What follows belongs to an exercise in optimizing a design on an open flow for small area and a short achievable clock period; a production flow would make more cautious choices. Function not checked in this run: the RTL went through the layout flow alone. No driver is modelled on the clock port, so clocking that relies on it looks cheaper here than on a real chip. Power and IR drop assume default switching activity.

### flow/config.mk
export PLATFORM = sky130hd
export DESIGN_NAME = rrc_filter
export DESIGN_NICKNAME = rrc_filter
export VERILOG_FILES = /design/flow/design.v
export SDC_FILE = /design/flow/constraint.sdc
export NUM_CORES = 4
export LEC_CHECK = 0
export ABC_CLOCK_PERIOD_IN_PS = 800
export CAP_MARGIN = 20
export CORE_MARGIN = 2
export CORE_UTILIZATION = 70
export CTS_BUF_LIST = sky130_fd_sc_hd__clkbuf_16
export CTS_CLUSTER_DIAMETER = 80
export CTS_CLUSTER_SIZE = 30
export PLACE_DENSITY = 0.75
export SLEW_MARGIN = 20
export SYNTH_HIERARCHICAL = 1
### flow/constraint.sdc
create_clock -name core_clock -period 10.5 [get_ports {clk}]
set_input_delay 2.1000 -clock core_clock [delete_from_list [all_inputs] [get_ports {clk}]]
set_output_delay 2.1000 -clock core_clock [all_outputs]
set_load 0.01 [all_outputs]
### flow/design.v
module rrc_filter #(
	parameter WIDTH = 9
)(
	input logic clk,
	input logic rst,
	input logic signed [WIDTH-1:0] filter_in,
	output logic signed [WIDTH-1:0] filter_out
);
  logic [8:0] sr0, sr1, sr2, sr3, sr4, sr5, sr6, sr7, sr8, sr9, sr10, sr11, sr12, sr13, sr14, sr15, sr16, sr17, sr18, sr19, sr20, sr21, sr22, sr23, sr24, sr25, sr26, sr27;
  always_ff @(posedge clk or posedge rst) begin
    if (rst) begin
      sr0 <= 9'h000;
      sr1 <= 9'h000;
      sr2 <= 9'h000;
      sr3 <= 9'h000;
      sr4 <= 9'h000;
      sr5 <= 9'h000;
      sr6 <= 9'h000;
      sr7 <= 9'h000;
      sr8 <= 9'h000;
      sr9 <= 9'h000;
      sr10 <= 9'h000;
      sr11 <= 9'h000;
      sr12 <= 9'h000;
      sr13 <= 9'h000;
      sr14 <= 9'h000;
      sr15 <= 9'h000;
      sr16 <= 9'h000;
      sr17 <= 9'h000;
      sr18 <= 9'h000;
      sr19 <= 9'h000;
      sr20 <= 9'h000;
      sr21 <= 9'h000;
      sr22 <= 9'h000;
      sr23 <= 9'h000;
      sr24 <= 9'h000;
      sr25 <= 9'h000;
      sr26 <= 9'h000;
      sr27 <= 9'h000;
    end else begin
      sr0 <= filter_in;
      sr1 <= sr0;
      sr2 <= sr1;
      sr3 <= sr2;
      sr4 <= sr3;
      sr5 <= sr4;
      sr6 <= sr5;
      sr7 <= sr6;
      sr8 <= sr7;
      sr9 <= sr8;
      sr10 <= sr9;
      sr11 <= sr10;
      sr12 <= sr11;
      sr13 <= sr12;
      sr14 <= sr13;
      sr15 <= sr14;
      sr16 <= sr15;
      sr17 <= sr16;
      sr18 <= sr17;
      sr19 <= sr18;
      sr20 <= sr19;
      sr21 <= sr20;
      sr22 <= sr21;
      sr23 <= sr22;
      sr24 <= sr23;
      sr25 <= sr24;
      sr26 <= sr25;
      sr27 <= sr26;
    end
  end
  logic [9:0] t0;
  always_ff @(posedge clk or posedge rst) begin
    if (rst) t0 <= 10'd392;
    else t0 <= 10'd392 - {{1{filter_in[8]}}, filter_in};
  end
  logic [9:0] pv0;
  always_ff @(posedge clk or posedge rst) begin
    if (rst) pv0 <= 10'd0;
    else pv0 <= {sr11[8], sr11} + {sr13[8], sr13};
  end
  logic [28:0] cs3;
  logic [34:0] cs2;
  logic [36:0] cs1;
  wire n1 = ~sr26[0];
  wire s2, c3;
  rrc_fa u3 (.a(sr24[0]), .b(sr27[0]), .ci(n1), .s(s2), .co(c3));
  wire s4, c5;
  rrc_fa u5 (.a(sr16[0]), .b(sr18[0]), .ci(sr20[0]), .s(s4), .co(c5));
  wire s6, c7;
  rrc_fa u7 (.a(sr21[0]), .b(sr24[1]), .ci(sr27[1]), .s(s6), .co(c7));
  wire n8 = ~c3;
  wire s9, c10;
  rrc_fa u10 (.a(sr23[0]), .b(sr26[1]), .ci(n8), .s(s9), .co(c10));
  wire n11 = ~s6;
  wire s12, c13;
  rrc_fa u13 (.a(s4), .b(n11), .ci(s9), .s(s12), .co(c13));
  wire s14, c15;
  rrc_fa u15 (.a(sr15[0]), .b(sr16[1]), .ci(sr18[1]), .s(s14), .co(c15));
  wire s16, c17;
  rrc_fa u17 (.a(sr20[1]), .b(sr23[1]), .ci(sr26[2]), .s(s16), .co(c17));
  wire s18, c19;
  rrc_fa u19 (.a(sr21[1]), .b(sr24[2]), .ci(sr27[2]), .s(s18), .co(c19));
  wire n20 = ~c7;
  wire s21, c22;
  rrc_fa u22 (.a(c5), .b(n20), .ci(s14), .s(s21), .co(c22));
  wire n23 = ~s18;
  wire s24, c25;
  rrc_fa u25 (.a(s16), .b(n23), .ci(c10), .s(s24), .co(c25));
  wire s26, c27;
  rrc_fa u27 (.a(s21), .b(c13), .ci(s24), .s(s26), .co(c27));
  wire s28, c29;
  rrc_fa u29 (.a(sr15[1]), .b(sr16[0]), .ci(sr16[2]), .s(s28), .co(c29));
  wire s30, c31;
  rrc_fa u31 (.a(sr17[0]), .b(sr18[2]), .ci(sr20[2]), .s(s30), .co(c31));
  wire s32, c33;
  rrc_fa u33 (.a(sr18[0]), .b(sr21[2]), .ci(sr24[3]), .s(s32), .co(c33));
  wire n34 = ~sr27[3];
  wire s35, c36;
  rrc_fa u36 (.a(sr23[2]), .b(sr26[3]), .ci(n34), .s(s35), .co(c36));
  wire n37 = ~c19;
  wire s38, c39;
  rrc_fa u39 (.a(c15), .b(c17), .ci(n37), .s(s38), .co(c39));
  wire s40, c41;
  rrc_fa u41 (.a(s28), .b(s30), .ci(s35), .s(s40), .co(c41));
  wire n42 = ~s32;
  wire s43, c44;
  rrc_fa u44 (.a(n42), .b(c22), .ci(s38), .s(s43), .co(c44));
  wire s45, c46;
  rrc_fa u46 (.a(s40), .b(c25), .ci(s43), .s(s45), .co(c46));
  wire s47, c48;
  rrc_fa u48 (.a(sr15[2]), .b(sr16[1]), .ci(sr16[3]), .s(s47), .co(c48));
  wire s49, c50;
  rrc_fa u50 (.a(sr17[1]), .b(sr18[3]), .ci(sr20[3]), .s(s49), .co(c50));
  wire s51, c52;
  rrc_fa u52 (.a(sr18[1]), .b(sr21[3]), .ci(sr24[4]), .s(s51), .co(c52));
  wire n53 = ~sr27[4];
  wire s54, c55;
  rrc_fa u55 (.a(sr23[3]), .b(sr26[4]), .ci(n53), .s(s54), .co(c55));
  wire s56, c57;
  rrc_fa u57 (.a(c29), .b(c31), .ci(c36), .s(s56), .co(c57));
  wire s58, c59;
  rrc_fa u59 (.a(s47), .b(s49), .ci(s54), .s(s58), .co(c59));
  wire n60 = ~c39;
  wire s61, c62;
  rrc_fa u62 (.a(c33), .b(s51), .ci(n60), .s(s61), .co(c62));
  wire s63, c64;
  rrc_fa u64 (.a(c41), .b(s56), .ci(s58), .s(s63), .co(c64));
  wire n65 = ~s61;
  wire s66, c67;
  rrc_fa u67 (.a(c44), .b(n65), .ci(s63), .s(s66), .co(c67));
  wire s68, c69;
  rrc_fa u69 (.a(sr15[3]), .b(sr16[2]), .ci(sr16[4]), .s(s68), .co(c69));
  wire s70, c71;
  rrc_fa u71 (.a(sr17[2]), .b(sr18[4]), .ci(sr20[4]), .s(s70), .co(c71));
  wire s72, c73;
  rrc_fa u73 (.a(sr15[0]), .b(sr18[2]), .ci(sr21[4]), .s(s72), .co(c73));
  wire n74 = ~sr24[5];
  wire s75, c76;
  rrc_fa u76 (.a(sr23[4]), .b(sr26[5]), .ci(n74), .s(s75), .co(c76));
  wire s77, c78;
  rrc_fa u78 (.a(c48), .b(c50), .ci(c55), .s(s77), .co(c78));
  wire s79, c80;
  rrc_fa u80 (.a(sr27[5]), .b(c52), .ci(s72), .s(s79), .co(c80));
  wire s81, c82;
  rrc_fa u82 (.a(s68), .b(s70), .ci(s75), .s(s81), .co(c82));
  wire s83, c84;
  rrc_fa u84 (.a(c57), .b(c59), .ci(s77), .s(s83), .co(c84));
  wire n85 = ~s81;
  wire s86, c87;
  rrc_fa u87 (.a(s79), .b(n85), .ci(c62), .s(s86), .co(c87));
  wire n88 = ~s86;
  wire s89, c90;
  rrc_fa u90 (.a(c64), .b(s83), .ci(n88), .s(s89), .co(c90));
  wire s91, c92;
  rrc_fa u92 (.a(sr15[4]), .b(sr16[3]), .ci(sr16[5]), .s(s91), .co(c92));
  wire s93, c94;
  rrc_fa u94 (.a(sr17[3]), .b(sr18[5]), .ci(sr20[5]), .s(s93), .co(c94));
  wire s95, c96;
  rrc_fa u96 (.a(sr15[1]), .b(sr18[3]), .ci(sr21[5]), .s(s95), .co(c96));
  wire n97 = ~sr24[6];
  wire s98, c99;
  rrc_fa u99 (.a(sr23[5]), .b(sr26[6]), .ci(n97), .s(s98), .co(c99));
  wire s100, c101;
  rrc_fa u101 (.a(c69), .b(c71), .ci(c76), .s(s100), .co(c101));
  wire s102, c103;
  rrc_fa u103 (.a(sr27[6]), .b(c73), .ci(s95), .s(s102), .co(c103));
  wire s104, c105;
  rrc_fa u105 (.a(s91), .b(s93), .ci(s98), .s(s104), .co(c105));
  wire s106, c107;
  rrc_fa u107 (.a(c78), .b(c82), .ci(s100), .s(s106), .co(c107));
  wire n108 = ~s104;
  wire s109, c110;
  rrc_fa u110 (.a(c80), .b(s102), .ci(n108), .s(s109), .co(c110));
  wire n111 = ~s109;
  wire s112, c113;
  rrc_fa u113 (.a(c84), .b(s106), .ci(n111), .s(s112), .co(c113));
  wire s114, c115;
  rrc_fa u115 (.a(sr15[5]), .b(sr16[4]), .ci(sr16[6]), .s(s114), .co(c115));
  wire s116, c117;
  rrc_fa u117 (.a(sr17[4]), .b(sr18[6]), .ci(sr20[6]), .s(s116), .co(c117));
  wire s118, c119;
  rrc_fa u119 (.a(sr15[2]), .b(sr18[4]), .ci(sr21[6]), .s(s118), .co(c119));
  wire n120 = ~sr24[7];
  wire s121, c122;
  rrc_fa u122 (.a(sr23[6]), .b(sr26[7]), .ci(n120), .s(s121), .co(c122));
  wire s123, c124;
  rrc_fa u124 (.a(c92), .b(c94), .ci(c99), .s(s123), .co(c124));
  wire s125, c126;
  rrc_fa u126 (.a(sr27[7]), .b(c96), .ci(s118), .s(s125), .co(c126));
  wire s127, c128;
  rrc_fa u128 (.a(s114), .b(s116), .ci(s121), .s(s127), .co(c128));
  wire s129, c130;
  rrc_fa u130 (.a(c101), .b(c105), .ci(s123), .s(s129), .co(c130));
  wire n131 = ~s127;
  wire s132, c133;
  rrc_fa u133 (.a(c103), .b(s125), .ci(n131), .s(s132), .co(c133));
  wire n134 = ~c110;
  wire s135, c136;
  rrc_fa u136 (.a(c107), .b(s129), .ci(n134), .s(s135), .co(c136));
  wire s137, c138;
  rrc_fa u138 (.a(sr15[6]), .b(sr16[5]), .ci(sr16[7]), .s(s137), .co(c138));
  wire s139, c140;
  rrc_fa u140 (.a(sr17[5]), .b(sr18[7]), .ci(sr20[7]), .s(s139), .co(c140));
  wire s141, c142;
  rrc_fa u142 (.a(sr23[7]), .b(sr24[8]), .ci(sr27[8]), .s(s141), .co(c142));
  wire s143, c144;
  rrc_fa u144 (.a(sr15[3]), .b(sr18[5]), .ci(sr21[7]), .s(s143), .co(c144));
  wire s145, c146;
  rrc_fa u146 (.a(c115), .b(c117), .ci(c122), .s(s145), .co(c146));
  wire s147, c148;
  rrc_fa u148 (.a(sr26[8]), .b(c119), .ci(s143), .s(s147), .co(c148));
  wire s149, c150;
  rrc_fa u150 (.a(s137), .b(s139), .ci(s141), .s(s149), .co(c150));
  wire s151, c152;
  rrc_fa u152 (.a(c124), .b(c128), .ci(s145), .s(s151), .co(c152));
  wire n153 = ~s149;
  wire s154, c155;
  rrc_fa u155 (.a(c126), .b(s147), .ci(n153), .s(s154), .co(c155));
  wire n156 = ~c133;
  wire s157, c158;
  rrc_fa u158 (.a(c130), .b(s151), .ci(n156), .s(s157), .co(c158));
  wire s159, c160;
  rrc_fa u160 (.a(sr15[7]), .b(sr16[6]), .ci(sr17[6]), .s(s159), .co(c160));
  wire s161, c162;
  rrc_fa u162 (.a(sr15[4]), .b(sr16[8]), .ci(sr18[6]), .s(s161), .co(c162));
  wire s163, c164;
  rrc_fa u164 (.a(sr18[8]), .b(sr20[8]), .ci(sr23[8]), .s(s163), .co(c164));
  wire s165, c166;
  rrc_fa u166 (.a(sr21[8]), .b(c138), .ci(c140), .s(s165), .co(c166));
  wire n167 = ~c144;
  wire s168, c169;
  rrc_fa u169 (.a(c142), .b(n167), .ci(s159), .s(s168), .co(c169));
  wire n170 = ~c146;
  wire s171, c172;
  rrc_fa u172 (.a(s161), .b(s163), .ci(n170), .s(s171), .co(c172));
  wire n173 = ~c148;
  wire s174, c175;
  rrc_fa u175 (.a(c150), .b(s165), .ci(n173), .s(s174), .co(c175));
  wire n176 = ~s171;
  wire s177, c178;
  rrc_fa u178 (.a(s168), .b(c152), .ci(n176), .s(s177), .co(c178));
  wire n179 = ~c155;
  wire s180, c181;
  rrc_fa u181 (.a(s174), .b(n179), .ci(c158), .s(s180), .co(c181));
  wire s182, c183;
  rrc_fa u183 (.a(sr15[5]), .b(sr15[8]), .ci(sr18[7]), .s(s182), .co(c183));
  wire s184, c185;
  rrc_fa u185 (.a(sr16[7]), .b(sr17[7]), .ci(c160), .s(s184), .co(c185));
  wire s186, c187;
  rrc_fa u187 (.a(c162), .b(c164), .ci(s182), .s(s186), .co(c187));
  wire s188, c189;
  rrc_fa u189 (.a(c166), .b(c169), .ci(s184), .s(s188), .co(c189));
  wire n190 = ~c175;
  wire s191, c192;
  rrc_fa u192 (.a(s186), .b(c172), .ci(n190), .s(s191), .co(c192));
  wire n193 = ~s191;
  wire s194, c195;
  rrc_fa u195 (.a(s188), .b(c178), .ci(n193), .s(s194), .co(c195));
  wire s196, c197;
  rrc_fa u197 (.a(sr15[6]), .b(sr16[8]), .ci(sr17[8]), .s(s196), .co(c197));
  wire n198 = ~sr18[8];
  wire s199, c200;
  rrc_fa u200 (.a(n198), .b(c183), .ci(s196), .s(s199), .co(c200));
  wire n201 = ~c185;
  wire s202, c203;
  rrc_fa u203 (.a(n201), .b(c187), .ci(s199), .s(s202), .co(c203));
  wire n204 = ~c189;
  wire s205, c206;
  rrc_fa u206 (.a(n204), .b(s202), .ci(c192), .s(s205), .co(c206));
  wire s207, c208;
  rrc_fa u208 (.a(sr15[7]), .b(c197), .ci(c200), .s(s207), .co(c208));
  wire n209 = ~s2;
  wire n210 = ~s26;
  wire n211 = ~c27;
  wire n212 = ~s45;
  wire n213 = ~c67;
  wire n214 = ~s89;
  wire n215 = ~s112;
  wire n216 = ~s135;
  wire n217 = ~s154;
  wire n218 = ~s157;
  wire n219 = ~s177;
  wire n220 = ~c181;
  wire n221 = ~s205;
  wire n222 = ~c203;
  wire s223, c224;
  rrc_fa u224 (.a(cs3[1]), .b(sr11[0]), .ci(sr15[0]), .s(s223), .co(c224));
  wire s225, c226;
  rrc_fa u226 (.a(sr11[1]), .b(sr13[0]), .ci(sr15[1]), .s(s225), .co(c226));
  wire n227 = ~c224;
  wire s228, c229;
  rrc_fa u229 (.a(cs3[2]), .b(pv0[2]), .ci(n227), .s(s228), .co(c229));
  wire s230, c231;
  rrc_fa u231 (.a(sr8[0]), .b(sr11[2]), .ci(sr13[1]), .s(s230), .co(c231));
  wire s232, c233;
  rrc_fa u233 (.a(cs3[3]), .b(cs3[4]), .ci(pv0[3]), .s(s232), .co(c233));
  wire s234, c235;
  rrc_fa u235 (.a(sr15[2]), .b(c226), .ci(s230), .s(s234), .co(c235));
  wire n236 = ~s234;
  wire s237, c238;
  rrc_fa u238 (.a(s232), .b(c229), .ci(n236), .s(s237), .co(c238));
  wire s239, c240;
  rrc_fa u240 (.a(cs3[5]), .b(cs3[6]), .ci(sr8[1]), .s(s239), .co(c240));
  wire s241, c242;
  rrc_fa u242 (.a(sr11[3]), .b(sr13[2]), .ci(sr15[3]), .s(s241), .co(c242));
  wire s243, c244;
  rrc_fa u244 (.a(sr11[0]), .b(sr15[0]), .ci(pv0[0]), .s(s243), .co(c244));
  wire n245 = ~c231;
  wire s246, c247;
  rrc_fa u247 (.a(pv0[4]), .b(c233), .ci(n245), .s(s246), .co(c247));
  wire n248 = ~s243;
  wire s249, c250;
  rrc_fa u250 (.a(s239), .b(s241), .ci(n248), .s(s249), .co(c250));
  wire n251 = ~s246;
  wire s252, c253;
  rrc_fa u253 (.a(c235), .b(n251), .ci(s249), .s(s252), .co(c253));
  wire s254, c255;
  rrc_fa u255 (.a(sr8[2]), .b(sr11[4]), .ci(sr13[3]), .s(s254), .co(c255));
  wire s256, c257;
  rrc_fa u257 (.a(cs3[7]), .b(cs3[8]), .ci(sr11[1]), .s(s256), .co(c257));
  wire s258, c259;
  rrc_fa u259 (.a(sr15[1]), .b(pv0[1]), .ci(pv0[5]), .s(s258), .co(c259));
  wire s260, c261;
  rrc_fa u261 (.a(sr15[4]), .b(c240), .ci(c242), .s(s260), .co(c261));
  wire s262, c263;
  rrc_fa u263 (.a(c244), .b(s256), .ci(s258), .s(s262), .co(c263));
  wire n264 = ~c247;
  wire s265, c266;
  rrc_fa u266 (.a(s254), .b(n264), .ci(s260), .s(s265), .co(c266));
  wire n267 = ~s262;
  wire s268, c269;
  rrc_fa u269 (.a(c250), .b(n267), .ci(s265), .s(s268), .co(c269));
  wire s270, c271;
  rrc_fa u271 (.a(cs3[11]), .b(sr8[3]), .ci(sr11[5]), .s(s270), .co(c271));
  wire s272, c273;
  rrc_fa u273 (.a(sr13[0]), .b(sr13[4]), .ci(sr15[5]), .s(s272), .co(c273));
  wire s274, c275;
  rrc_fa u275 (.a(cs3[9]), .b(cs3[10]), .ci(sr11[2]), .s(s274), .co(c275));
  wire s276, c277;
  rrc_fa u277 (.a(sr15[2]), .b(pv0[2]), .ci(pv0[6]), .s(s276), .co(c277));
  wire n278 = ~c255;
  wire s279, c280;
  rrc_fa u280 (.a(c257), .b(c259), .ci(n278), .s(s279), .co(c280));
  wire n281 = ~s274;
  wire s282, c283;
  rrc_fa u283 (.a(s270), .b(s272), .ci(n281), .s(s282), .co(c283));
  wire n284 = ~c261;
  wire s285, c286;
  rrc_fa u286 (.a(s276), .b(n284), .ci(c263), .s(s285), .co(c286));
  wire n287 = ~s279;
  wire s288, c289;
  rrc_fa u289 (.a(n287), .b(s282), .ci(c266), .s(s288), .co(c289));
  wire n290 = ~s285;
  wire s291, c292;
  rrc_fa u292 (.a(n290), .b(c269), .ci(s288), .s(s291), .co(c292));
  wire s293, c294;
  rrc_fa u294 (.a(cs3[13]), .b(sr8[4]), .ci(sr11[6]), .s(s293), .co(c294));
  wire s295, c296;
  rrc_fa u296 (.a(sr13[0]), .b(sr13[1]), .ci(sr13[5]), .s(s295), .co(c296));
  wire s297, c298;
  rrc_fa u298 (.a(cs3[12]), .b(cs3[14]), .ci(sr11[3]), .s(s297), .co(c298));
  wire s299, c300;
  rrc_fa u300 (.a(sr15[3]), .b(pv0[3]), .ci(pv0[7]), .s(s299), .co(c300));
  wire s301, c302;
  rrc_fa u302 (.a(sr15[6]), .b(pv0[0]), .ci(c271), .s(s301), .co(c302));
  wire n303 = ~c273;
  wire s304, c305;
  rrc_fa u305 (.a(c275), .b(c277), .ci(n303), .s(s304), .co(c305));
  wire n306 = ~s297;
  wire s307, c308;
  rrc_fa u308 (.a(s293), .b(s295), .ci(n306), .s(s307), .co(c308));
  wire s309, c310;
  rrc_fa u310 (.a(s299), .b(c280), .ci(s304), .s(s309), .co(c310));
  wire s311, c312;
  rrc_fa u312 (.a(s301), .b(c283), .ci(s307), .s(s311), .co(c312));
  wire n313 = ~s311;
  wire s314, c315;
  rrc_fa u315 (.a(c286), .b(s309), .ci(n313), .s(s314), .co(c315));
  wire s316, c317;
  rrc_fa u317 (.a(cs3[15]), .b(cs3[16]), .ci(sr8[5]), .s(s316), .co(c317));
  wire s318, c319;
  rrc_fa u319 (.a(sr11[7]), .b(sr13[1]), .ci(sr13[2]), .s(s318), .co(c319));
  wire s320, c321;
  rrc_fa u321 (.a(sr13[6]), .b(sr15[7]), .ci(pv0[1]), .s(s320), .co(c321));
  wire s322, c323;
  rrc_fa u323 (.a(cs3[17]), .b(sr11[4]), .ci(sr15[4]), .s(s322), .co(c323));
  wire s324, c325;
  rrc_fa u325 (.a(pv0[4]), .b(pv0[8]), .ci(c298), .s(s324), .co(c325));
  wire n326 = ~c300;
  wire s327, c328;
  rrc_fa u328 (.a(c294), .b(c296), .ci(n326), .s(s327), .co(c328));
  wire s329, c330;
  rrc_fa u330 (.a(s316), .b(s318), .ci(s320), .s(s329), .co(c330));
  wire n331 = ~c302;
  wire s332, c333;
  rrc_fa u333 (.a(s322), .b(c305), .ci(n331), .s(s332), .co(c333));
  wire n334 = ~s324;
  wire s335, c336;
  rrc_fa u336 (.a(n334), .b(c308), .ci(s327), .s(s335), .co(c336));
  wire n337 = ~s329;
  wire s338, c339;
  rrc_fa u339 (.a(n337), .b(c310), .ci(s332), .s(s338), .co(c339));
  wire n340 = ~s338;
  wire s341, c342;
  rrc_fa u342 (.a(c312), .b(s335), .ci(n340), .s(s341), .co(c342));
  wire s343, c344;
  rrc_fa u344 (.a(cs3[19]), .b(sr8[6]), .ci(sr13[2]), .s(s343), .co(c344));
  wire s345, c346;
  rrc_fa u346 (.a(sr13[3]), .b(sr13[7]), .ci(pv0[2]), .s(s345), .co(c346));
  wire s347, c348;
  rrc_fa u348 (.a(cs3[18]), .b(sr11[5]), .ci(sr11[8]), .s(s347), .co(c348));
  wire s349, c350;
  rrc_fa u350 (.a(sr15[5]), .b(sr15[8]), .ci(pv0[5]), .s(s349), .co(c350));
  wire s351, c352;
  rrc_fa u352 (.a(pv0[9]), .b(c317), .ci(c319), .s(s351), .co(c352));
  wire n353 = ~c323;
  wire s354, c355;
  rrc_fa u355 (.a(c321), .b(n353), .ci(s343), .s(s354), .co(c355));
  wire n356 = ~s345;
  wire s357, c358;
  rrc_fa u358 (.a(s347), .b(s349), .ci(n356), .s(s357), .co(c358));
  wire n359 = ~c325;
  wire s360, c361;
  rrc_fa u361 (.a(c328), .b(n359), .ci(c330), .s(s360), .co(c361));
  wire n362 = ~s357;
  wire s363, c364;
  rrc_fa u364 (.a(s351), .b(s354), .ci(n362), .s(s363), .co(c364));
  wire n365 = ~c333;
  wire s366, c367;
  rrc_fa u367 (.a(n365), .b(c336), .ci(s360), .s(s366), .co(c367));
  wire n368 = ~c339;
  wire s369, c370;
  rrc_fa u370 (.a(s363), .b(n368), .ci(s366), .s(s369), .co(c370));
  wire s371, c372;
  rrc_fa u372 (.a(cs3[21]), .b(sr8[7]), .ci(sr13[3]), .s(s371), .co(c372));
  wire s373, c374;
  rrc_fa u374 (.a(cs3[20]), .b(sr11[6]), .ci(sr13[8]), .s(s373), .co(c374));
  wire n375 = ~sr15[6];
  wire s376, c377;
  rrc_fa u377 (.a(sr13[4]), .b(pv0[3]), .ci(n375), .s(s376), .co(c377));
  wire s378, c379;
  rrc_fa u379 (.a(pv0[6]), .b(c348), .ci(c350), .s(s378), .co(c379));
  wire s380, c381;
  rrc_fa u381 (.a(c344), .b(c346), .ci(s371), .s(s380), .co(c381));
  wire n382 = ~s373;
  wire s383, c384;
  rrc_fa u384 (.a(s376), .b(n382), .ci(c352), .s(s383), .co(c384));
  wire n385 = ~c355;
  wire s386, c387;
  rrc_fa u387 (.a(s378), .b(n385), .ci(c358), .s(s386), .co(c387));
  wire s388, c389;
  rrc_fa u389 (.a(s380), .b(c361), .ci(s383), .s(s388), .co(c389));
  wire n390 = ~s386;
  wire s391, c392;
  rrc_fa u392 (.a(c364), .b(n390), .ci(c367), .s(s391), .co(c392));
  wire s393, c394;
  rrc_fa u394 (.a(cs3[22]), .b(cs3[23]), .ci(sr13[4]), .s(s393), .co(c394));
  wire s395, c396;
  rrc_fa u396 (.a(sr8[8]), .b(sr11[7]), .ci(sr15[7]), .s(s395), .co(c396));
  wire n397 = ~pv0[7];
  wire s398, c399;
  rrc_fa u399 (.a(sr13[5]), .b(pv0[4]), .ci(n397), .s(s398), .co(c399));
  wire n400 = ~c374;
  wire s401, c402;
  rrc_fa u402 (.a(c372), .b(c377), .ci(n400), .s(s401), .co(c402));
  wire n403 = ~s395;
  wire s404, c405;
  rrc_fa u405 (.a(s393), .b(s398), .ci(n403), .s(s404), .co(c405));
  wire n406 = ~c379;
  wire s407, c408;
  rrc_fa u408 (.a(n406), .b(c381), .ci(s401), .s(s407), .co(c408));
  wire n409 = ~c387;
  wire s410, c411;
  rrc_fa u411 (.a(s404), .b(c384), .ci(n409), .s(s410), .co(c411));
  wire s412, c413;
  rrc_fa u413 (.a(s407), .b(c389), .ci(s410), .s(s412), .co(c413));
  wire s414, c415;
  rrc_fa u415 (.a(cs3[24]), .b(sr11[8]), .ci(sr13[5]), .s(s414), .co(c415));
  wire s416, c417;
  rrc_fa u417 (.a(sr13[6]), .b(sr15[8]), .ci(pv0[5]), .s(s416), .co(c417));
  wire s418, c419;
  rrc_fa u419 (.a(cs3[25]), .b(cs3[26]), .ci(pv0[8]), .s(s418), .co(c419));
  wire n420 = ~c396;
  wire s421, c422;
  rrc_fa u422 (.a(c394), .b(c399), .ci(n420), .s(s421), .co(c422));
  wire n423 = ~s418;
  wire s424, c425;
  rrc_fa u425 (.a(s414), .b(s416), .ci(n423), .s(s424), .co(c425));
  wire s426, c427;
  rrc_fa u427 (.a(c402), .b(c405), .ci(s421), .s(s426), .co(c427));
  wire s428, c429;
  rrc_fa u429 (.a(s424), .b(c408), .ci(s426), .s(s428), .co(c429));
  wire s430, c431;
  rrc_fa u431 (.a(cs3[27]), .b(sr13[6]), .ci(sr13[7]), .s(s430), .co(c431));
  wire n432 = ~cs3[28];
  wire s433, c434;
  rrc_fa u434 (.a(pv0[6]), .b(pv0[9]), .ci(n432), .s(s433), .co(c434));
  wire n435 = ~c419;
  wire s436, c437;
  rrc_fa u437 (.a(c415), .b(c417), .ci(n435), .s(s436), .co(c437));
  wire s438, c439;
  rrc_fa u439 (.a(s430), .b(s433), .ci(c422), .s(s438), .co(c439));
  wire s440, c441;
  rrc_fa u441 (.a(c425), .b(s436), .ci(s438), .s(s440), .co(c441));
  wire s442, c443;
  rrc_fa u443 (.a(c427), .b(s440), .ci(c429), .s(s442), .co(c443));
  wire n444 = ~sr13[8];
  wire s445, c446;
  rrc_fa u446 (.a(sr13[7]), .b(pv0[7]), .ci(n444), .s(s445), .co(c446));
  wire s447, c448;
  rrc_fa u448 (.a(c431), .b(c434), .ci(s445), .s(s447), .co(c448));
  wire s449, c450;
  rrc_fa u450 (.a(c437), .b(s447), .ci(c439), .s(s449), .co(c450));
  wire n451 = ~sr13[8];
  wire s452, c453;
  rrc_fa u453 (.a(pv0[8]), .b(n451), .ci(c446), .s(s452), .co(c453));
  wire s454, c455;
  rrc_fa u455 (.a(c448), .b(s452), .ci(c450), .s(s454), .co(c455));
  wire n456 = ~s228;
  wire n457 = ~s237;
  wire n458 = ~s252;
  wire n459 = ~s314;
  wire n460 = ~c292;
  wire n461 = ~s341;
  wire n462 = ~c370;
  wire n463 = ~s391;
  wire n464 = ~c411;
  wire n465 = ~c441;
  wire n466 = ~s449;
  wire n467 = ~c443;
  wire n468 = ~s454;
  wire n469 = ~cs2[1];
  wire s470, c471;
  rrc_fa u471 (.a(cs2[0]), .b(sr0[0]), .ci(n469), .s(s470), .co(c471));
  wire s472, c473;
  rrc_fa u473 (.a(cs2[3]), .b(sr0[1]), .ci(sr3[0]), .s(s472), .co(c473));
  wire s474, c475;
  rrc_fa u475 (.a(sr6[0]), .b(sr8[0]), .ci(sr10[0]), .s(s474), .co(c475));
  wire s476, c477;
  rrc_fa u477 (.a(cs2[2]), .b(sr2[1]), .ci(sr5[0]), .s(s476), .co(c477));
  wire s478, c479;
  rrc_fa u479 (.a(c471), .b(s472), .ci(s474), .s(s478), .co(c479));
  wire s480, c481;
  rrc_fa u481 (.a(cs2[4]), .b(cs2[5]), .ci(sr0[2]), .s(s480), .co(c481));
  wire s482, c483;
  rrc_fa u483 (.a(sr3[1]), .b(sr6[1]), .ci(sr8[1]), .s(s482), .co(c483));
  wire n484 = ~sr10[1];
  wire s485, c486;
  rrc_fa u486 (.a(sr2[2]), .b(sr5[1]), .ci(n484), .s(s485), .co(c486));
  wire s487, c488;
  rrc_fa u488 (.a(sr11[0]), .b(c473), .ci(c475), .s(s487), .co(c488));
  wire n489 = ~c477;
  wire s490, c491;
  rrc_fa u491 (.a(n489), .b(s480), .ci(s482), .s(s490), .co(c491));
  wire n492 = ~s485;
  wire s493, c494;
  rrc_fa u494 (.a(n492), .b(c479), .ci(s487), .s(s493), .co(c494));
  wire s495, c496;
  rrc_fa u496 (.a(cs2[6]), .b(sr0[3]), .ci(sr3[2]), .s(s495), .co(c496));
  wire s497, c498;
  rrc_fa u498 (.a(sr6[2]), .b(sr8[2]), .ci(sr10[0]), .s(s497), .co(c498));
  wire s499, c500;
  rrc_fa u500 (.a(sr2[3]), .b(sr5[2]), .ci(sr8[0]), .s(s499), .co(c500));
  wire s501, c502;
  rrc_fa u502 (.a(sr10[2]), .b(sr11[1]), .ci(c481), .s(s501), .co(c502));
  wire n503 = ~c486;
  wire s504, c505;
  rrc_fa u505 (.a(c483), .b(n503), .ci(s495), .s(s504), .co(c505));
  wire n506 = ~s499;
  wire s507, c508;
  rrc_fa u508 (.a(s497), .b(n506), .ci(c488), .s(s507), .co(c508));
  wire s509, c510;
  rrc_fa u510 (.a(s501), .b(c491), .ci(s504), .s(s509), .co(c510));
  wire s511, c512;
  rrc_fa u512 (.a(s507), .b(c494), .ci(s509), .s(s511), .co(c512));
  wire s513, c514;
  rrc_fa u514 (.a(sr0[4]), .b(sr3[3]), .ci(sr6[3]), .s(s513), .co(c514));
  wire s515, c516;
  rrc_fa u516 (.a(sr8[3]), .b(sr10[1]), .ci(sr10[3]), .s(s515), .co(c516));
  wire s517, c518;
  rrc_fa u518 (.a(cs2[7]), .b(cs2[8]), .ci(sr2[4]), .s(s517), .co(c518));
  wire n519 = ~sr11[2];
  wire s520, c521;
  rrc_fa u521 (.a(sr5[3]), .b(sr8[1]), .ci(n519), .s(s520), .co(c521));
  wire n522 = ~c500;
  wire s523, c524;
  rrc_fa u524 (.a(c496), .b(c498), .ci(n522), .s(s523), .co(c524));
  wire n525 = ~s517;
  wire s526, c527;
  rrc_fa u527 (.a(s513), .b(s515), .ci(n525), .s(s526), .co(c527));
  wire n528 = ~s520;
  wire s529, c530;
  rrc_fa u530 (.a(n528), .b(c502), .ci(c505), .s(s529), .co(c530));
  wire s531, c532;
  rrc_fa u532 (.a(s523), .b(s526), .ci(c508), .s(s531), .co(c532));
  wire s533, c534;
  rrc_fa u534 (.a(c510), .b(s529), .ci(s531), .s(s533), .co(c534));
  wire s535, c536;
  rrc_fa u536 (.a(cs2[9]), .b(cs2[10]), .ci(sr0[5]), .s(s535), .co(c536));
  wire s537, c538;
  rrc_fa u538 (.a(sr3[4]), .b(sr6[4]), .ci(sr8[4]), .s(s537), .co(c538));
  wire s539, c540;
  rrc_fa u540 (.a(sr10[2]), .b(sr10[4]), .ci(sr11[3]), .s(s539), .co(c540));
  wire s541, c542;
  rrc_fa u542 (.a(sr2[5]), .b(sr5[4]), .ci(sr8[2]), .s(s541), .co(c542));
  wire s543, c544;
  rrc_fa u544 (.a(sr11[0]), .b(c518), .ci(c521), .s(s543), .co(c544));
  wire s545, c546;
  rrc_fa u546 (.a(c514), .b(c516), .ci(s535), .s(s545), .co(c546));
  wire n547 = ~s541;
  wire s548, c549;
  rrc_fa u549 (.a(s537), .b(s539), .ci(n547), .s(s548), .co(c549));
  wire n550 = ~s543;
  wire s551, c552;
  rrc_fa u552 (.a(c524), .b(c527), .ci(n550), .s(s551), .co(c552));
  wire s553, c554;
  rrc_fa u554 (.a(s545), .b(s548), .ci(c530), .s(s553), .co(c554));
  wire s555, c556;
  rrc_fa u556 (.a(s551), .b(c532), .ci(s553), .s(s555), .co(c556));
  wire s557, c558;
  rrc_fa u558 (.a(cs2[11]), .b(sr0[6]), .ci(sr3[5]), .s(s557), .co(c558));
  wire s559, c560;
  rrc_fa u560 (.a(sr6[5]), .b(sr8[5]), .ci(sr10[3]), .s(s559), .co(c560));
  wire s561, c562;
  rrc_fa u562 (.a(sr2[6]), .b(sr5[5]), .ci(sr8[3]), .s(s561), .co(c562));
  wire n563 = ~sr11[1];
  wire s564, c565;
  rrc_fa u565 (.a(sr10[5]), .b(sr11[4]), .ci(n563), .s(s564), .co(c565));
  wire s566, c567;
  rrc_fa u567 (.a(c536), .b(c538), .ci(c540), .s(s566), .co(c567));
  wire s568, c569;
  rrc_fa u569 (.a(s557), .b(s559), .ci(s564), .s(s568), .co(c569));
  wire s570, c571;
  rrc_fa u571 (.a(c542), .b(s561), .ci(c544), .s(s570), .co(c571));
  wire s572, c573;
  rrc_fa u573 (.a(c546), .b(s566), .ci(c549), .s(s572), .co(c573));
  wire n574 = ~s570;
  wire s575, c576;
  rrc_fa u576 (.a(s568), .b(c552), .ci(n574), .s(s575), .co(c576));
  wire s577, c578;
  rrc_fa u578 (.a(s572), .b(c554), .ci(s575), .s(s577), .co(c578));
  wire s579, c580;
  rrc_fa u580 (.a(cs2[12]), .b(cs2[13]), .ci(sr0[7]), .s(s579), .co(c580));
  wire s581, c582;
  rrc_fa u582 (.a(sr3[6]), .b(sr6[6]), .ci(sr8[6]), .s(s581), .co(c582));
  wire s583, c584;
  rrc_fa u584 (.a(sr10[4]), .b(sr10[6]), .ci(sr11[5]), .s(s583), .co(c584));
  wire s585, c586;
  rrc_fa u586 (.a(cs2[14]), .b(sr2[7]), .ci(sr5[6]), .s(s585), .co(c586));
  wire s587, c588;
  rrc_fa u588 (.a(sr8[4]), .b(sr11[2]), .ci(c562), .s(s587), .co(c588));
  wire s589, c590;
  rrc_fa u590 (.a(c558), .b(c560), .ci(c565), .s(s589), .co(c590));
  wire s591, c592;
  rrc_fa u592 (.a(s579), .b(s581), .ci(s583), .s(s591), .co(c592));
  wire n593 = ~c567;
  wire s594, c595;
  rrc_fa u595 (.a(s585), .b(n593), .ci(s587), .s(s594), .co(c595));
  wire s596, c597;
  rrc_fa u597 (.a(c569), .b(s589), .ci(s591), .s(s596), .co(c597));
  wire n598 = ~c573;
  wire s599, c600;
  rrc_fa u600 (.a(c571), .b(n598), .ci(s594), .s(s599), .co(c600));
  wire s601, c602;
  rrc_fa u602 (.a(sr2[8]), .b(sr3[7]), .ci(sr6[7]), .s(s601), .co(c602));
  wire s603, c604;
  rrc_fa u604 (.a(sr8[7]), .b(sr10[5]), .ci(sr10[7]), .s(s603), .co(c604));
  wire s605, c606;
  rrc_fa u606 (.a(cs2[15]), .b(cs2[16]), .ci(sr0[8]), .s(s605), .co(c606));
  wire s607, c608;
  rrc_fa u608 (.a(sr5[7]), .b(sr8[5]), .ci(sr11[3]), .s(s607), .co(c608));
  wire s609, c610;
  rrc_fa u610 (.a(sr11[6]), .b(c580), .ci(c582), .s(s609), .co(c610));
  wire n611 = ~c586;
  wire s612, c613;
  rrc_fa u613 (.a(c584), .b(n611), .ci(s601), .s(s612), .co(c613));
  wire n614 = ~s603;
  wire s615, c616;
  rrc_fa u616 (.a(s605), .b(s607), .ci(n614), .s(s615), .co(c616));
  wire n617 = ~c588;
  wire s618, c619;
  rrc_fa u619 (.a(c590), .b(n617), .ci(c592), .s(s618), .co(c619));
  wire n620 = ~s615;
  wire s621, c622;
  rrc_fa u622 (.a(s609), .b(s612), .ci(n620), .s(s621), .co(c622));
  wire n623 = ~c595;
  wire s624, c625;
  rrc_fa u625 (.a(n623), .b(c597), .ci(s618), .s(s624), .co(c625));
  wire n626 = ~c600;
  wire s627, c628;
  rrc_fa u628 (.a(s621), .b(n626), .ci(s624), .s(s627), .co(c628));
  wire s629, c630;
  rrc_fa u630 (.a(cs2[17]), .b(cs2[18]), .ci(sr5[8]), .s(s629), .co(c630));
  wire s631, c632;
  rrc_fa u632 (.a(sr3[8]), .b(sr6[8]), .ci(sr8[6]), .s(s631), .co(c632));
  wire s633, c634;
  rrc_fa u634 (.a(sr8[8]), .b(sr10[8]), .ci(sr11[4]), .s(s633), .co(c634));
  wire s635, c636;
  rrc_fa u636 (.a(sr10[6]), .b(sr11[7]), .ci(c602), .s(s635), .co(c636));
  wire n637 = ~c604;
  wire s638, c639;
  rrc_fa u639 (.a(c606), .b(c608), .ci(n637), .s(s638), .co(c639));
  wire n640 = ~s629;
  wire s641, c642;
  rrc_fa u642 (.a(s631), .b(s633), .ci(n640), .s(s641), .co(c642));
  wire s643, c644;
  rrc_fa u644 (.a(c610), .b(c613), .ci(s635), .s(s643), .co(c644));
  wire s645, c646;
  rrc_fa u646 (.a(c616), .b(s638), .ci(s641), .s(s645), .co(c646));
  wire s647, c648;
  rrc_fa u648 (.a(c619), .b(s643), .ci(c622), .s(s647), .co(c648));
  wire s649, c650;
  rrc_fa u650 (.a(cs2[20]), .b(cs2[21]), .ci(sr8[7]), .s(s649), .co(c650));
  wire n651 = ~sr11[5];
  wire s652, c653;
  rrc_fa u653 (.a(cs2[19]), .b(sr10[7]), .ci(n651), .s(s652), .co(c653));
  wire s654, c655;
  rrc_fa u655 (.a(sr11[8]), .b(c632), .ci(c634), .s(s654), .co(c655));
  wire n656 = ~s649;
  wire s657, c658;
  rrc_fa u658 (.a(c630), .b(s652), .ci(n656), .s(s657), .co(c658));
  wire n659 = ~c636;
  wire s660, c661;
  rrc_fa u661 (.a(c639), .b(n659), .ci(s654), .s(s660), .co(c661));
  wire n662 = ~c642;
  wire s663, c664;
  rrc_fa u664 (.a(n662), .b(s657), .ci(c644), .s(s663), .co(c664));
  wire n665 = ~s663;
  wire s666, c667;
  rrc_fa u667 (.a(s660), .b(c646), .ci(n665), .s(s666), .co(c667));
  wire s668, c669;
  rrc_fa u669 (.a(cs2[22]), .b(cs2[23]), .ci(sr8[8]), .s(s668), .co(c669));
  wire s670, c671;
  rrc_fa u671 (.a(sr10[8]), .b(sr11[6]), .ci(c650), .s(s670), .co(c671));
  wire n672 = ~c655;
  wire s673, c674;
  rrc_fa u674 (.a(c653), .b(s668), .ci(n672), .s(s673), .co(c674));
  wire n675 = ~c658;
  wire s676, c677;
  rrc_fa u677 (.a(s670), .b(n675), .ci(c661), .s(s676), .co(c677));
  wire n678 = ~s676;
  wire s679, c680;
  rrc_fa u680 (.a(s673), .b(c664), .ci(n678), .s(s679), .co(c680));
  wire n681 = ~cs2[24];
  wire s682, c683;
  rrc_fa u683 (.a(cs2[25]), .b(cs2[26]), .ci(n681), .s(s682), .co(c683));
  wire n684 = ~sr11[7];
  wire s685, c686;
  rrc_fa u686 (.a(n684), .b(c669), .ci(s682), .s(s685), .co(c686));
  wire n687 = ~c671;
  wire s688, c689;
  rrc_fa u689 (.a(n687), .b(s685), .ci(c674), .s(s688), .co(c689));
  wire s690, c691;
  rrc_fa u691 (.a(cs2[27]), .b(sr11[8]), .ci(c683), .s(s690), .co(c691));
  wire s692, c693;
  rrc_fa u693 (.a(c686), .b(s690), .ci(c689), .s(s692), .co(c693));
  wire s694, c695;
  rrc_fa u695 (.a(cs2[28]), .b(cs2[29]), .ci(cs2[30]), .s(s694), .co(c695));
  wire n696 = ~cs2[32];
  wire s697, c698;
  rrc_fa u698 (.a(cs2[33]), .b(cs2[34]), .ci(n696), .s(s697), .co(c698));
  wire n699 = ~s470;
  wire n700 = ~s490;
  wire n701 = ~c512;
  wire n702 = ~s555;
  wire n703 = ~c556;
  wire n704 = ~c576;
  wire n705 = ~s627;
  wire n706 = ~c625;
  wire n707 = ~c667;
  wire n708 = ~s688;
  wire n709 = ~c680;
  wire n710 = ~s692;
  wire n711 = ~s697;
  wire n712 = ~cs1[0];
  wire n713 = ~cs1[1];
  wire n714 = ~cs1[2];
  wire n715 = ~cs1[4];
  wire n716 = ~cs1[7];
  wire n717 = ~cs1[10];
  wire n718 = ~cs1[11];
  wire n719 = ~cs1[14];
  wire n720 = ~cs1[15];
  wire n721 = ~cs1[17];
  wire n722 = ~cs1[18];
  wire n723 = ~cs1[19];
  wire n724 = ~cs1[23];
  wire n725 = ~cs1[26];
  wire n726 = ~cs1[27];
  wire n727 = ~cs1[28];
  wire n728 = ~cs1[29];
  wire n729 = ~cs1[30];
  wire n730 = ~cs1[33];
  wire n731 = ~cs1[34];
  wire n732 = ~cs1[35];
  wire s733, c734;
  rrc_ha u734 (.a(cs1[13]), .b(cs1[16]), .s(s733), .co(c734));
  wire s735, c736;
  rrc_ha u736 (.a(cs1[20]), .b(cs1[21]), .s(s735), .co(c736));
  wire s737, c738;
  rrc_ha u738 (.a(t0[7]), .b(n719), .s(s737), .co(c738));
  wire s739, c740;
  rrc_ha u740 (.a(t0[8]), .b(n721), .s(s739), .co(c740));
  wire s741, c742;
  rrc_fa u742 (.a(t0[9]), .b(n722), .ci(n723), .s(s741), .co(c742));
  wire s743, c744;
  rrc_fa1 u744 (.a(cs1[22]), .b(n724), .s(s743), .co(c744));
  wire n745 = ~cs1[31];
  wire s746, c747;
  rrc_ha u747 (.a(t0[0]), .b(n712), .s(s746), .co(c747));
  wire s748, c749;
  rrc_fa u749 (.a(cs1[3]), .b(t0[1]), .ci(n714), .s(s748), .co(c749));
  wire s750, c751;
  rrc_fa u751 (.a(cs1[5]), .b(t0[2]), .ci(n715), .s(s750), .co(c751));
  wire s752, c753;
  rrc_ha u753 (.a(cs1[6]), .b(t0[3]), .s(s752), .co(c753));
  wire s754, c755;
  rrc_fa u755 (.a(cs1[8]), .b(t0[4]), .ci(n716), .s(s754), .co(c755));
  wire s756, c757;
  rrc_fa u757 (.a(cs1[9]), .b(t0[5]), .ci(n717), .s(s756), .co(c757));
  wire s758, c759;
  rrc_fa u759 (.a(cs1[12]), .b(t0[6]), .ci(n718), .s(s758), .co(c759));
  wire s760, c761;
  rrc_fa u761 (.a(n720), .b(s733), .ci(s737), .s(s760), .co(c761));
  wire s762, c763;
  rrc_fa u763 (.a(c734), .b(c738), .ci(s739), .s(s762), .co(c763));
  wire s764, c765;
  rrc_fa u765 (.a(c740), .b(s735), .ci(s741), .s(s764), .co(c765));
  wire s766, c767;
  rrc_fa u767 (.a(c736), .b(s743), .ci(c742), .s(s766), .co(c767));
  wire s768, c769;
  rrc_fa u769 (.a(cs1[24]), .b(cs1[25]), .ci(c744), .s(s768), .co(c769));
  wire s770, c771;
  rrc_fa u771 (.a(n725), .b(n726), .ci(n727), .s(s770), .co(c771));
  wire n772 = ~n728;
  wire s773, c774;
  rrc_fa u774 (.a(cs1[32]), .b(n729), .ci(n745), .s(s773), .co(c774));
  wire s775, c776;
  rrc_fa u776 (.a(cs1[31]), .b(n730), .ci(n731), .s(s775), .co(c776));
  wire n777 = ~n732;
  always_ff @(posedge clk or posedge rst) begin
    if (rst) cs3 <= 29'b00000000000000000000000000000;
    else cs3 <= {c208, sr15[8], c206, s207, n222, n221, c195, s194, n220, s180, n219, n218, c136, n217, n216, c113, s132, c90, n215, c87, n214, n213, s66, c46, n212, n211, n210, s12, n209};
  end
  always_ff @(posedge clk or posedge rst) begin
    if (rst) cs2 <= 35'b00000000000000000000000000000000000;
    else cs2 <= {c455, c453, pv0[9], n468, n467, n466, n465, s442, c413, s428, n464, s412, c392, n463, n462, s388, s369, c342, n461, c315, n460, n459, c289, s291, s268, c253, n458, c238, n457, n456, s225, s223, pv0[1], pv0[0], cs3[0]};
  end
  always_ff @(posedge clk or posedge rst) begin
    if (rst) cs1 <= 37'b0000000000000000000000000000000000000;
    else cs1 <= {c698, n711, c695, cs2[31], c693, c691, s694, n710, n709, n708, c677, s679, n707, s666, c648, c628, s647, n706, s645, n705, c578, s599, n704, s596, s577, n703, n702, c534, s533, n701, s511, s493, n700, s478, s476, n699, sr2[0]};
  end
  wire [18:0] fa_ = {1'b1, cs1[36], n777, s775, s773, n772, s770, s768, s766, s764, s762, s760, s758, s756, s754, s752, s750, s748, n713};
  wire [18:0] fb_ = {1'b0, n732, c776, c774, n728, c771, c769, c767, c765, c763, c761, c759, c757, c755, c753, c751, c749, c747, s746};
  wire [18:0] sum_ = fa_ + fb_;
  wire ovf_ = (sum_[18] != sum_[16]) || (sum_[17] != sum_[16]);
  wire [8:0] y_ = ovf_ ? (sum_[18] ? 9'h100 : 9'h0ff) : sum_[16:8];
  always_ff @(posedge clk or posedge rst) begin
    if (rst) filter_out <= 9'd0;
    else filter_out <= y_;
  end
endmodule
module rrc_fa (input logic a, input logic b, input logic ci, output logic s, output logic co);
  assign s = a ^ b ^ ci;
  assign co = (a & b) | (a & ci) | (b & ci);
endmodule
module rrc_carry8 (input logic [7:0] a, input logic [7:0] b, output logic co);
  wire [8:0] t = {1'b0, a} + {1'b0, b};
  assign co = t[8];
endmodule
module rrc_hsat (input logic [10:0] a, input logic [10:0] b, input logic ci, output logic [8:0] y);
  wire [11:0] t2 = {a, ci} + {b, ci};
  wire [10:0] t = t2[11:1];
  wire ovf = (t[10] != t[8]) || (t[9] != t[8]);
  assign y = ovf ? (t[10] ? 9'h100 : 9'h0ff) : t[8:0];
endmodule
module rrc_fa1 (input logic a, input logic b, output logic s, output logic co);
  assign s = ~(a ^ b);
  assign co = a | b;
endmodule
module rrc_ha (input logic a, input logic b, output logic s, output logic co);
  assign s = a ^ b;
  assign co = a & b;
endmodule
### flow/flow/run.sh
#!/bin/bash
# Own layout flow: the standard ORFS flow (standard.sh, unchanged synthesis), with
#  - timing repair aimed below the design's period (SETUP_SLACK_MARGIN; the SDC is unchanged),
#  - port buffers of a normal buffer cell rather than the smallest one,
#  - after CTS, the clock port drives the tree's second level directly (flow/flatten_clock_root.tcl).
# Each step's full log is kept by ORFS under orfs/logs/; make's own output goes to flow.log.
set -uo pipefail
here=$(pwd)
bash standard.sh SETUP_SLACK_MARGIN=7.45 "BUFFER_PORTS_ARGS=-buffer_cell sky130_fd_sc_hd__buf_4" \
  "POST_CTS_TCL=$here/flow/flatten_clock_root.tcl" finish > flow.log 2>&1
### flow/flow/flatten_clock_root.tcl
set block [ord::get_db_block]
set clknet [$block findNet clk]
set roots {}
foreach it [$clknet getITerms] {
  if {[$it isInputSignal]} { lappend roots [$it getInst] }
}
puts "flatten_clock_root: clock port feeds [llength $roots] cell(s)"
if {[llength $roots] == 1} {
  set root [lindex $roots 0]
  set master [[$root getMaster] getName]
  set out {}
  foreach it [$root getITerms] {
    if {[$it isOutputSignal]} { set out [$it getNet] }
  }
  set loads {}
  foreach it [$out getITerms] {
    if {[$it isInputSignal]} { lappend loads $it }
  }
  puts "flatten_clock_root: root [$root getName] ($master) drives [llength $loads] cell(s)"
  if {[llength $loads] <= 4 && [llength $loads] > 0} {
    foreach it $loads {
      set inst [$it getInst]
      set pin [$it getMTerm]
      set pname "[$inst getName]/[$pin getName]"
      disconnect_pin [$out getName] $pname
      connect_pin clk $pname
    }
    set rname [$root getName]
    set oname [$out getName]
    delete_instance $rname
    delete_net $oname
    puts "flatten_clock_root: removed $rname"
    estimate_parasitics -placement
    report_clock_latency
  }
}
### flow/standard.sh
#!/bin/bash
# synth_recipe.tcl (not shown) runs the flow's synth.tcl, then flattens the netlist and writes it again
# the make line also repeats each setting of config.mk as NAME=value (left out here)
make -C /OpenROAD-flow-scripts/flow DESIGN_CONFIG=/design/flow/config.mk WORK_HOME=/design/flow/orfs CLKGATE_MAP_FILE= SYNTH_SCRIPT=/design/flow/synth_recipe.tcl "${@:-finish}"
==> notes.md <==
## sequential cells by signal, summed over array words and instances (netlist names), 10 cells and up
name / flops
pv0: 10
cs1: 36
cs2: 35
cs3: 29
## routing by layer
layer | up-vias | wire (µm)
met4 | 0 | 877
met5 | - | 0
met3 | 48 | 682
met1 | 4361 | 13100
met2 | 106 | 15900
li1 | 3348 | -
## power by group
| group | leakage (µW) | internal, µW | switching, µW |
|---|---|---|---|
| clock network | 0.000238 | 314 | 439 |
| logic | 0.00410 | 1680 | 2120 |
| registers | 0.00439 | 1800 | 181 |
| total | 0.00873 | 3800 | 2740 |
## final cells by class
| cell class | instances | area [µm²] |
|---|---|---|
| inverters | 192 | 727 |
| well taps | 330 | 413 |
| fillers | 1430 | 5700 |
| flip-flops and latches | 379 | 9520 |
| repair buffers | 61 | 579 |
| multi-input cells | 487 | 7530 |
| clock buffers | 16 | 400 |
| repair inverters | 1 | 5.00 |
| clock inverters | 7 | 81.3 |
## how the worst min path moves through the flow
stage / start / endpoint / slack [ns]
6_report: sr4[6] / sr5[6] / 0.36
5_1_grt: sr4[6] / sr5[6] / 0.36
3_5_place_dp: sr12[0] / sr13[0] / 0.33
3_3_place_gp: sr9[2] / sr10[2] / 0.33
2_1_floorplan: cs2[31] / cs1[33] / 0.33
## metrics by stage
stage / instance area, µm² / setup WS, ns / total power, µW
finish: 19300 / 7.29 / 6530
global route: 19300 / 7.20 / 7210
global placement: 18200 / 6.88 / 5320
floorplan: 17700 / 3.31 / 4710
detailed placement: 18200 / 6.81 / 5500
## modules after synthesis (local to each module, per instance)
module,times used,cell area (µm²),flops+latches,cells inside
rrc_fa,295,20.0,0,1
rrc_fa1,1,27.5,0,5
rrc_filter,1,11700,379,757
rrc_ha,6,12.5,0,1
## cell families (layout without fill, tap and decap cells)
kind of cell / after synthesis / in the layout / synth area share
flops: 379 / 379 / 0.537
fa+ha+maj: 330 / 330 / 0.359
buf+inv: 197 / 277 / 0.0436
compound gates: 81 / 81 / 0.0330
simple gates: 57 / 57 / 0.0171
xor+xnor: 19 / 19 / 0.0105
## cell usage after synthesis, drive strengths merged (4+ instances only)
master,count,area (µm²)
nor3,8,45.0
xor2,12,124
xnor2,7,61.3
o21ai,19,110
ha,34,425
buf,5,50.0
a21oi,31,178
inv,191,717
nand2,19,76.3
fa,296,5930
nor2,10,42.5
dfrtp,376,9410
o211ai,8,70.1
a31oi,4,31.3
nand3,4,25.0
==> flow_summary.json <==
{
  "wirelength_um": 30600,
  "synth.distinct_cells": 57,
  "r2r_slack_ns": 7.29,
  "antenna_left": 0,
  "diodes": 0,
  "cts_num_sinks": 379,
  "required_ns": 10.80,
  "max_slew.worst_pin.slew_ns": 0.787,
  "synthArstFlopShare": 1.00,
  "final_cell_count_no_fill": 1473,
  "layout_commonest_cell": "dfrtp_1",
  "max_cap_viol_count": 0,
  "fmax_mhz": 312,
  "synth_flop_cell": "dfrtp_1",
  "dp.cells": 1409,
  "area_delta_synth_final_pct": 8.93,
  "use_met2": 0.426,
  "met1_usage": 0.359,
  "status": "finished clean",
  "drt_pre_antenna_iters": 4,
  "grt_use_met3": 0.0265,
  "die_h_um": 163,
  "grt_antenna_before_repair": 0,
  "rows": 58,
  "cp-endpoint": "filter_out[4]",
  "grt_pass1_wl_um": 49100,
  "syn_area_mm2": 0.0177,
  "detail_route.iter0.violations": 542,
  "startpoint_type": "register",
  "slowest_stage": "fa_1",
  "gr-total-overflow": 0,
  "post-route-util": 0.772,
  "path_cells": "fa_1 -> fa_1 -> ha_4 -> nand4_1 -> o211ai_2 -> nand3_2 -> o21ai_4 -> xor2_4 -> nand2_1 -> o211ai_1",
  "final_cell_mix": "dfrtp_1, fa_1, inv_1",
  "peakVddDrop_v": 0.000412,
  "period_share": 0.305,
  "cp_max_fo": 7,
  "power_density_mw_per_mm2": 339,
  "fp.dieW_um": 163,
  "vias": 7863,
  "die-area_mm2": 0.0265,
  "gp_congestion": 0.820,
  "nets": 1479,
  "tns_ns": 0,
  "busiest_layer": "met2",
  "worstSkewPairLatency_ns": 0.39,
  "syn_inst": 1063,
  "power_leakage_uw": 0.00873,
  "finalClockSkew_ns": 0.0147,
  "synth_edf_count": 0,
  "cts_tree": "built",
  "finalHoldViolCount": 0,
  "min_path_cells": 0,
  "setup_viol": 0,
  "slew_violations": 0,
  "grt_setup_unrepaired": "yes",
  "yosysWarnings": 7,
  "synth_area_per_cell_um2": 16.6,
  "grt_usage": 0.249,
  "dpl.hpwl_um": 22000,
  "reg2reg_from": "t0[9]",
  "crit_family": "adder cells",
  "ys_seq_area_frac": 0.537,
  "startpoint": "t0[9]",
  "end_kind": "register",
  "io_pins": 20,
  "start_util": 0.708,
  "cpPeakStageDelay_ns": 0.57,
  "maxSlewHeadroom": 0.472,
  "grt_max_degree": 177,
  "crit_top_cell": "fa_1",
  "crit_buf_inv": 0,
  "drc": 0,
  "cp_data_arrival_time_ns": 3.51,
  "critPathKind": "register to register",
  "drive_gt1_frac": 0.134,
  "grt_pass1_vias": 9181,
  "ff2ff_path_depth": 10,
  "cp.depth": 10,
  "syn-num-nets": 1404,
  "detail_route.vias_per_cell": 5.34,
  "routedWlPerCell_um": 20.8,
  "r2r-end": "filter_out[4]",
  "fin_hold_ws_ns": 0.357,
  "post-route-min-period_ns": 3.21,
  "hold_path_class": "register to register",
  "ys_ff_latch": 379,
  "cts.reportedPaths.clkPinSlew_ns": 0.10,
  "core_mm2": 0.0250,
  "port_buffers": 19
}

## static timing again, ports no longer ideal
The flow's constraints put no driver on any port. The routed layout listed below was extracted and timed again, unchanged, in two steps. Step 1 sets driving cells, clkbuf_16 on the clock port and buf_2 on the other inputs (assumed; they add their load-dependent delay and slew). Step 2 moves the port delays by t, midway between the first and last clock arrival at a register: inputs arrive t later, outputs are due t later. That takes back most of the time a late clock gives input paths. Slacks: ideal / step 1 / step 2; pairs: ideal / step 1.
t (ns): 0.442
setup slack, ns: 7.292 / 7.292 / 7.205
worst data-port slew with drivers (ns): 0.03
pins driven straight from the clock port: 2
After both steps this run still meets setup and hold. The setup slack of this run moves by 0.000 ns with the drivers and by -0.087 ns with both steps.
